From an optimization exercise on the open Yosys and OpenROAD flow, aimed at small area and a short achievable clock period; shortcuts taken in it are not production practice. Only simulation tests tie the RTL to the original design; equivalence was not proved.

==> flow/design.v (outline; a module is shown in full before it is edited, if it fits) <==
// module awgn_taus: 58 lines
// module awgn_ln1: 80 lines
// module awgn_ln2: 802 lines
// module awgn_ln3: 2952 lines
// module awgn_sq1: 36 lines
// module awgn_sq2: 25 lines
// module awgn_sq3: 760 lines
// module awgn_sq4: 65 lines
// module awgn_ang: 272 lines
// module awgn_out: 1443 lines
// module awgn_top: 61 lines
module awgn_top(clk, reset, s0, s1, s2, s3, s4, s5, x0, x1, valid);
  // ...
==> flow/run.sh <==
#!/bin/bash
# synth_recipe.tcl (not shown) runs the flow's synth.tcl, then flattens the netlist and writes it again
# the make line also repeats each setting of config.mk as NAME=value (left out here)
make -C /OpenROAD-flow-scripts/flow DESIGN_CONFIG=/design/flow/config.mk WORK_HOME=/design/flow/orfs CLKGATE_MAP_FILE= SYNTH_SCRIPT=/design/flow/synth_recipe.tcl finish
==> flow/config.mk <==
export PLATFORM = sky130hd
export DESIGN_NAME = awgn_top
export DESIGN_NICKNAME = awgn_top
export VERILOG_FILES = /design/flow/design.v
export SDC_FILE = /design/flow/constraint.sdc
export NUM_CORES = 4
export LEC_CHECK = 0
export CAP_MARGIN = 20
export CORE_MARGIN = 2
export CORE_UTILIZATION = 60
export SLEW_MARGIN = 20
export SYNTH_MEMORY_MAX_BITS = 16384
==> flow/constraint.sdc <==
create_clock -name core_clock -period 23.0 [get_ports {clk}]
set_input_delay 4.6000 -clock core_clock [delete_from_list [all_inputs] [get_ports {clk}]]
set_output_delay 4.6000 -clock core_clock [all_outputs]
set_load 0.01 [all_outputs]
==> results by group, run 1 <==
Critical path
  – Worst path buffer plus inverter count: 3
  – Kind of critical path: reg2reg
  – Worst R2R Path Depth: 22
  – Crit path top cell by count: o21ai_0
  – R2R Setup Slk: 15760 ps

Floorplanning
  – DIE WIDTH: 398.4 um
  – Tap cell count: 2044

Routing
  – DRC viols: 0
  – Via count: 86980
  – Met1 wire length: 122800 um
  – Highest metal used: met5

Global route
  – Met3 GRT Util: 0.05963
  – Total grt overflow: 0

STA
  – Period utilisation layout: 0.3148
  – Final setup TNS: 0 ps
  – FMAX: 138.1 MHz

Synthesis
  – Sequential share of the synthesized area: 0.1662
  – Primary FF master, synth: dfxtp_1
  – Async S/R FF share, synth: 0
  – Post-synth EDFFs: 0
  – Cell count after synthesis: 11950
  – Synth area leaders: fa_1 18%, dfxtp_1 17%, ha_1 6.9%

Outcome
  – Status: finished clean

Finish
  – Non-clock buffering overhead: 0.03548
  – Nets: 12910
  – Largest class: multi-input combinational cells
  – Register area: 15660 um^2
  – Area occupied by multi-input gates: 69660 um^2
  – Final design utilization: 0.6408

CTS
  – Clk root buf: clkbuf_16
  – Clock Pin Slew Worst Setup and Hold Paths: 60 ps
  – H-tree depth: 3

Place
  – Pre-CTS setup slack: 16070 ps
==> run 2: changes to the inputs <==
--- a/flow/config.mk
+++ b/flow/config.mk
@@ -7,6 +7,6 @@
 export LEC_CHECK = 0
 export CAP_MARGIN = 20
 export CORE_MARGIN = 2
-export CORE_UTILIZATION = 60
+export CORE_UTILIZATION = 40
 export SLEW_MARGIN = 20
 export SYNTH_MEMORY_MAX_BITS = 16384
==> run 2 against run 1 <==
Wire length rose by 3.5%; highest routed layer unchanged; clock-buffer cell count rose by 3; core utilization fell by 21 points.
==> results by group, run 2 <==
Finish
  – Most frequent cells in the layout: 1137 x nor2_1, 1104 x nand2_1, 1092 x inv_1
  – Layout cell share with drive strength beyond 1: 0.06271
  – Final design instance area without fill: 100100 um^2
  – Register name with the most flops: l3.za
  – Area growth syn-to-layout: 7.272%
  – Commonest non-fill, non-tap cell in the layout: nor2_1
  – Largest registers: l3.za: 75 flops, l3.zb: 74 flops, l1.xe1: 47 flops
  – Max FFs per register: 75
  – Fillers: 23020
  – Nets: 12930 (+0.15%)

Synthesis
  – Seq cells post-synth: 775
  – Sequential share of the synthesized area: 0.1662 (unchanged)
  – Synth area leaders: fa_1 18%, dfxtp_1 17%, ha_1 6.9%
  – Yosys warns: 11
  – Top-count cell post-synth: nor2_1
  – Synthesized area: 93350 um^2
  – Area fraction of the dominant cell type after synthesis: 0.1797
  – Commonest cells post-synth: 1146 x nor2_1, 1104 x nand2_1, 1094 x inv_1
  – Post-synth EDFFs: 0 (unchanged)
  – Async S/R FF share, synth: 0 (unchanged)
  – Cell count after synthesis: 11950 (unchanged)
  – Top cell type by total area after synthesis: fa_1
  – Syn_area_per_cell: 7.811 um^2
  – Primary FF master, synth: dfxtp_1
  – Library cells used by synthesis: 106
  – Syn nets: 13500

Critical path
  – Crit path top cell by count: o21ai_0
  – CP Max Fanout: 24
  – CP arrival: 8720 ps
  – CP Data Required Time: 23650 ps
  – Crit path largest cell delay: 940 ps
  – Slowest stage cell, crit path: ha_1
  – Worst R2R Path Depth: 22 (unchanged)
  – Critical-path cell list: buf_4, clkinv_1, ha_1, nor2b_1, buf_4, a21oi_1, and2_0, o311ai_0, nand2_1, nand2_1, o221ai_1, fa_1, inv_1, ha_1, a2111o_1, o21ai_0, o21ai_0, o41ai_1, o21ai_0, nor3b_1, a31oi_1, a21oi_1
  – Critical Path End Type: flip-flop
  – Startpoint types: flip-flop
  – Kind of critical path: reg2reg

Global route
  – First-pass GRT wire length: 495900 um
  – GRT Overall Usage: 0.2634
  – Vias in the first global route: 83250
  – Initial antenna violation count: 11
  – Total grt overflow: 0 (unchanged)
  – Pin count of the biggest net entering global routing: 121

Routing
  – Antenna Violating Nets Remaining: 0
  – Via count: 85830 (-1.3%)
  – Final WL: 319200 um
  – DRC viols: 0 (unchanged)
  – Wire per inst: 22.01 um
  – First drt pass iteration count: 9
  – Via/cell ratio: 5.918
  – Iter 0 DRT Violations: 8629

Floorplanning
  – # IOs: 229
  – Die height: 487.1 um
  – Starting Density: 0.4018
  – CORE AREA: 232300 um^2
  – Die area: 237200 um^2
  – DIE WIDTH: 487.1 um (+22%)
  – Row count: 177

Place
  – Final HPWL DP: 230900 um
  – Port bufs: 220
  – Cell Area, Placed: 96890 um^2
  – Pre-CTS setup slack: 15260 ps (-812.6 ps)
  – Placer Congestion: 0.9527

Outcome
  – Status: finished clean

STA
  – RSZ-0062 raised after global routing: no
  – Fin. max-slew vios: 0
  – Fin Clk Skew: 88.58 ps
  – # setup viols final: 0
  – Final setup TNS: 0 ps (unchanged)
  – Period utilisation layout: 0.3509 (+0.03617)
  – FMAX: 123.9 MHz (-10%)
  – Minimum clock period: 8071 ps
  – Endpoints failing hold: 0
  – Worst-margin pin slew: 1177 ps
  – Slew headroom: 0.2074
  – Final WS setup: 14930 ps

Hold path
  – Hold path cells: 0
  – Hold Crit Class: reg2reg

CTS
  – Setup repair bufs after CTS: 0
  – CTS Buffer Depth: 3
  – Post_cts resized: 0
  – CTS tree: built
  – CTS sink count: 775
  – H-tree depth: 3 (unchanged)
  – Clock Pin Slew Worst Setup and Hold Paths: 70 ps (about the same)
  – Hold Buf Count CTS: 0
  – Num CTS Buffers: 91
  – Clock Latency Late Sink: 790 ps
  – Clk root buf: clkbuf_16

Job
  – Max-Cap Viols: 0
run 2: worst max-delay path, delay by kind of cell (launching register included):
family,cells,cell delay (ps)
adders and majority gates,3,1770
and+or+nand+nor,5,1090
buffers and inverters,4,1500
AOI/OAI and AO/OA,10,3250
DFF,1,300
run 2: path summary, 6_finish.rpt:
check	start	end	slack (ps)
worst min-delay path	an.ub[12]$_DFF_P_	an.uc[12]$_DFF_P_	320
worst max register to register	l1.xe1[41]$_DFF_P_	l2.m5r[19]$_DFF_P_	14930
worst max-delay path	l1.xe1[41]$_DFF_P_	l2.m5r[19]$_DFF_P_	14930
worst min register to register	an.ub[12]$_DFF_P_	an.uc[12]$_DFF_P_	320
run 2: logic make-up (layout without fill, tap and decap cells):
logic type | count (synthesis) | after routing | synth area share
AOI/OAI and AO/OA | 3557 | 3557 | 0.2342
and+or+nand+nor | 2894 | 2894 | 0.1313
buffers and inverters | 2184 | 1684 | 0.08877
adders and majority gates | 1434 | 1434 | 0.2575
DFF | 775 | 775 | 0.1662
xor gates and xnor gates | 670 | 670 | 0.06814
muxes | 435 | 435 | 0.05378
other | 1 | 11 | 0.00004017
run 2: final cells by class:
| class | count | area, um^2 | area share |
|---|---|---|---|
| clock buffers | 115 | 2510 | 0.02507 |
| diodes | 10 | 25.02 | 0.0002499 |
| multi-input cells | 8991 | 69640 | 0.6955 |
| well taps | 3043 | 3807 | 0.03802 |
| clock inverters | 53 | 703.2 | 0.007022 |
| repair buffers | 411 | 3640 | 0.03635 |
| flip-flops and latches | 775 | 15660 | 0.1564 |
| inverters | 1105 | 4150 | 0.04145 |
run 2: through the flow:
stage | utilization | hold WS [ps] | std cells
floorplan | - | 309.6 | 11950
global placement | 0.4170 | 310.8 | 14320
detailed placement | 0.4171 | 312.1 | 14330
CTS | 0.4309 | 319.9 | 14490
global route | 0.4310 | 326.7 | 14500
finish | 0.4310 | 320.0 | 14500
run 2: layer usage:
metal / track usage / share of wire
met5: 0 / 0.00015
met4: 0.1120 / 0.046
met3: 0.03349 / 0.075
met2: 0.4197 / 0.45
met1: 0.3582 / 0.43

afterwards: timing with drivers on the ports:
The results above use ideal ports. As a check the final layouts listed here were re-extracted and re-timed, cells and wires unchanged. Step 1 (the two cells are an assumption about what drives the block):
set clk [get_ports {clk}]
set_driving_cell -lib_cell sky130_fd_sc_hd__clkbuf_16 $clk
set_driving_cell -lib_cell sky130_fd_sc_hd__buf_2 [delete_from_list [all_inputs] $clk]
Step 2 times the ports against the registers' clock, not the clock port: input delays grow and output delays shrink by t, the midpoint of the rising clock arrivals with the driver on. a / b / c = no drivers / after step 1 / after step 2; a / b = the first two.
| run | t, ns | slack for setup (ns) | hold slack, ns | worst setup path at the end | clock arrival spread, ns |
|---|---|---|---|---|---|
| run 1 | 0.853 | 15.761 / 15.761 / 15.761 | 0.287 / 0.287 / 0.287 | register to register | 0.091 / 0.092 |
| run 2 | 0.844 | 14.929 / 14.929 / 14.929 | 0.320 / 0.320 / 0.320 | register to register | 0.092 / 0.093 |
After both steps setup and hold are still met in every run listed.
